Background: an optimization exercise with open tools, aiming at small area and a short achievable clock period. Do not read the settings as production practice. Only simulation tests tie the RTL to the original design; equivalence was not proved. Power is estimated from default activity; no workload was simulated.

Setup of job 7097:
// top_module
module top_module (
    input wire clk,
    input wire reset,
    input wire signed [15:0] x_in,
    input wire signed [15:0] d_in,
    output wire signed [15:0] y_out
);
Size in the first run: ~11000 sq um of cells after synthesis.
export LEC_CHECK = 0
export CAP_MARGIN = 20
export CORE_MARGIN = 2
export CORE_UTILIZATION = 45
export SLEW_MARGIN = 20
create_clock -name core_clock -period 12.5 [get_ports {clk}]
standard.sh (not shown) runs the stock make flow with config.mk's settings and CLKGATE_MAP_FILE= SYNTH_SCRIPT=/design/flow/synth_recipe.tcl, a recipe that flattens the netlist after the stock synthesis.
==> flow/flow/run.sh <==
#!/bin/bash
# The standard ORFS layout (standard.sh), with these changes to how the
# layout is made:
# - after the standard synthesis, flow/polarity.py picks the polarity of each
#   full adder and xor cell so that fewer inverters are needed (full adders are
#   self-dual; xor2 and xnor2 absorb inversions). Registers, ports and other
#   cells are untouched. Then Yosys re-maps the other combinational cells with
#   ABC (flow/remap.ys), so leftover inverters merge into gates; registers and
#   adders stay. Yosys proves the result equivalent to the standard netlist
#   (flow/equiv.ys); if it cannot, the standard netlist is used as is;
# - repair_timing aims for setup slack beyond the clock's own (SETUP_SLACK_MARGIN),
#   so the layout is optimised for a shorter achieved period;
# - port buffers are a plain buf_2 instead of the resizer's default pick;
# - CTS: clkbuf_16 root, clkbuf_8 leaf buffers, no dummy loads, clusters of at most
#   20 sinks within 60 um.
# The clock period and constraints (constraint.sdc) are the standard flow's, unchanged.
# Logs: make_synth.log, polarity.log, remap.log, equiv.log, make_standard.log here, and
# each ORFS step's log under orfs/logs.
set -euo pipefail
export SETUP_SLACK_MARGIN=9.0
export BUFFER_PORTS_ARGS="-buffer_cell sky130_fd_sc_hd__buf_2"
export CTS_ARGS="-sink_clustering_enable -repair_clock_nets -dont_use_dummy_load -root_buf sky130_fd_sc_hd__clkbuf_16 -buf_list sky130_fd_sc_hd__clkbuf_8 -sink_clustering_size 20 -sink_clustering_max_diameter 60"
RES="$PWD/orfs/results/$FLOW_PLATFORM/top_module/base"
YOSYS="$FLOW_HOME/../tools/install/yosys/bin/yosys"
LIB="$FLOW_HOME/platforms/$FLOW_PLATFORM/lib/sky130_fd_sc_hd__tt_025C_1v80.lib"

bash standard.sh "$RES/1_2_yosys.v" > make_synth.log 2>&1
mkdir -p pol
cp "$RES/1_2_yosys.v" pol/standard.v
cp "$LIB" pol/lib.lib
cp "$FLOW_HOME/scripts/abc_speed.script" flow/abc.constr pol/ 2>/dev/null || cp "$FLOW_HOME/scripts/abc_speed.script" pol/
if python3 flow/polarity.py pol/standard.v pol/polarity.v > polarity.log 2>&1 &&
   (cd pol && "$YOSYS" -s ../flow/remap.ys) > remap.log 2>&1 &&
   cp pol/remap.v pol/netlist.v &&
   (cd pol && "$YOSYS" -s ../flow/equiv.ys) > equiv.log 2>&1; then
  cp pol/netlist.v "$RES/1_2_yosys.v"
  echo "using the optimised netlist" >> polarity.log
else
  echo "using the standard netlist" >> polarity.log
fi
rm -f pol/lib.lib
touch "$RES/1_2_yosys.v"
bash standard.sh > make_standard.log 2>&1
==> flow/flow/abc.constr <==
set_driving_cell sky130_fd_sc_hd__buf_1
set_load 5
==> flow/flow/equiv.ys <==
# Proves the optimised netlist (netlist.v) equivalent to the standard synthesis's:
# registers and ports are paired by name, everything else is internal.
read_liberty -ignore_miss_func lib.lib
read_verilog standard.v
rename top_module gold
read_verilog netlist.v
rename top_module gate
flatten gold gate
async2sync
rename -hide gold/w:_*
rename -hide gate/w:_*
equiv_make gold gate equiv
equiv_simple -seq 1
equiv_induct
equiv_status -assert equiv
==> flow/flow/remap.ys <==
# Re-maps the combinational cells of flow/polarity.py's netlist with ABC, so
# the inverters left next to the full adders can merge into other gates.
# Registers, full and half adders stay as they are.
read_liberty -ignore_miss_func lib.lib
read_verilog polarity.v
hierarchy -top top_module
blackbox sky130_fd_sc_hd__fa_* sky130_fd_sc_hd__ha_* sky130_fd_sc_hd__df*
flatten
rename -hide w:*.*
opt_clean -purge
abc -script abc_speed.script -liberty lib.lib -D 12.5 -constr abc.constr -dont_use sky130_fd_sc_hd__probe_p_8 -dont_use sky130_fd_sc_hd__probec_p_8 -dont_use sky130_fd_sc_hd__lpflow_*
opt_clean -purge
splitnets
opt_clean -purge
stat -liberty lib.lib
write_verilog -noattr -noexpr -nohex -nodec remap.v
Other scripts of this flow, unchanged in this note and not shown: flow/flow/polarity.py
Setup changes, job 7097 to job 8747
--- a/flow/flow/run.sh
+++ b/flow/flow/run.sh
@@ -7,4 +7,2 @@
-#   cells are untouched. Then Yosys re-maps the other combinational cells with
-#   ABC (flow/remap.ys), so leftover inverters merge into gates; registers and
-#   adders stay. Yosys proves the result equivalent to the standard netlist
-#   (flow/equiv.ys); if it cannot, the standard netlist is used as is;
+#   cells are untouched. Yosys proves the result equivalent to the standard
+#   netlist (flow/equiv.ys); if it cannot, the standard netlist is used as is;
@@ -17 +15 @@
-# Logs: make_synth.log, polarity.log, remap.log, equiv.log, make_standard.log here, and
+# Logs: make_synth.log, polarity.log, equiv.log, make_standard.log here, and
@@ -22 +20 @@
-export CTS_ARGS="-sink_clustering_enable -repair_clock_nets -dont_use_dummy_load -root_buf sky130_fd_sc_hd__clkbuf_16 -buf_list sky130_fd_sc_hd__clkbuf_8 -sink_clustering_size 20 -sink_clustering_max_diameter 60"
+export CTS_ARGS="-sink_clustering_enable -repair_clock_nets -dont_use_dummy_load -root_buf sky130_fd_sc_hd__clkbuf_16 -buf_list sky130_fd_sc_hd__clkbuf_16 -sink_clustering_size 30 -sink_clustering_max_diameter 80"
@@ -31 +28,0 @@
-cp "$FLOW_HOME/scripts/abc_speed.script" flow/abc.constr pol/ 2>/dev/null || cp "$FLOW_HOME/scripts/abc_speed.script" pol/
@@ -33,2 +29,0 @@
-   (cd pol && "$YOSYS" -s ../flow/remap.ys) > remap.log 2>&1 &&
-   cp pol/remap.v pol/netlist.v &&
@@ -36,2 +31,2 @@
-  cp pol/netlist.v "$RES/1_2_yosys.v"
-  echo "using the optimised netlist" >> polarity.log
+  cp pol/polarity.v "$RES/1_2_yosys.v"
+  echo "using the polarity netlist" >> polarity.log
--- a/flow/flow/equiv.ys
+++ b/flow/flow/equiv.ys
@@ -1 +1 @@
-# Proves the optimised netlist (netlist.v) equivalent to the standard synthesis's:
+# Proves flow/polarity.py's netlist equivalent to the standard synthesis's:
@@ -6 +6 @@
-read_verilog netlist.v
+read_verilog polarity.v
removed: flow/flow/abc.constr
removed: flow/flow/remap.ys
==> comparison <==
Looking at synthesized area per cell across job 7097 and job 8747, the one that comes out higher is job 7097. Job 8747 against job 7097; largest net degree at the start of global routing is down by more than 10%. Compared with job 7097, in job 8747 area added between synthesis and finish went up; design area picked up an extra about 1.6%. Job 8747 vs job 7097: worst setup slack after layout up in job 8747. From job 8747 to job 7097, total count of max-transition violations in the final report did not move at all. Fraction of area in clock buffers and inverters delta (job 7097 -> job 8747): insignificant. The estimated power of job 8747 ends up higher than the estimate for job 7097.
The following lists how job 5665 was set up differently from job 8747:
Settings: swapping 45 for 40 in CORE_UTILIZATION.
--- a/flow/flow/run.sh
+++ b/flow/flow/run.sh
@@ -18 +18 @@
-export SETUP_SLACK_MARGIN=9.0
+export SETUP_SLACK_MARGIN=8.9
@@ -20 +20 @@
-export CTS_ARGS="-sink_clustering_enable -repair_clock_nets -dont_use_dummy_load -root_buf sky130_fd_sc_hd__clkbuf_16 -buf_list sky130_fd_sc_hd__clkbuf_16 -sink_clustering_size 30 -sink_clustering_max_diameter 80"
+export CTS_ARGS="-sink_clustering_enable -repair_clock_nets -dont_use_dummy_load -root_buf sky130_fd_sc_hd__clkbuf_16 -buf_list sky130_fd_sc_hd__clkbuf_8 -sink_clustering_size 20 -sink_clustering_max_diameter 60"
Results
Job 5665 vs. job 8747: well tap count climbed 54; design area down 140 sq um; proportion of layout cells with a drive suffix above 1 saw a decrease; wire length after detailed routing has decreased.
Compared job 8747 against job 5665; placer congestion estimate within noise.
Job 5665 against job 8747: wire length of the first global-routing pass dropped about 5%; proportion of power drawn by combinational gates dropped 0.6 points.
Power consumption (job 5665 vs. job 8747) decreases by a few percent
Between job 8747 and job 5665, the sequential-cell power consumption does not differ in any meaningful way.
In job 5665 relative to job 8747, non-clock buffer count had gone down by more than 10%.
What job 5247 does differently from job 5665 at the input level:
Settings: swapping 40 for 45 in CORE_UTILIZATION.
--- a/flow/flow/run.sh
+++ b/flow/flow/run.sh
@@ -18 +18 @@
-export SETUP_SLACK_MARGIN=8.9
+export SETUP_SLACK_MARGIN=9.3
## What came out
Job 5665 and job 5247 ended up with nearly the same sequential cell area.
Job 5247 vs job 5665: wire length of the first global-routing pass up in job 5247
Job 5247 ended up with a lower switching share of total power than job 5665 did.
Summed area of non-filler cells in the final layout in job 5247 is 3.5% higher than in job 5665
Job 5247 does better than job 5665 on die area.

[afterwards: timing with drivers on the ports]
How much do the figures lean on ideal ports? The routed layouts below were timed once more, with nothing changed but the port constraints. Step 1: set_driving_cell puts a clkbuf_16 on clk and a buf_2 on each other input, an assumption about the parent block. Step 2 also shifts input and output timing later by t, the mid clock arrival at the registers, as if the neighbouring blocks saw the same clock. Three values: no drivers, after step 1, after step 2; two values: the first two.
run	t (ns)	slack for setup (ns)	worst setup path at the end
job 7097	0.528	8.934 / 8.888 / 8.530	input to register
job 8747	0.537	8.978 / 8.928 / 8.587	input to register
job 5665	0.534	8.952 / 8.906 / 8.512	input to register
job 5247	0.526	8.967 / 8.923 / 8.587	input to register
After both steps setup and hold are still met in every run listed. For job 5665, which loses most, drivers alone change the setup slack by -0.046 ns; drivers and shift together by -0.440 ns.
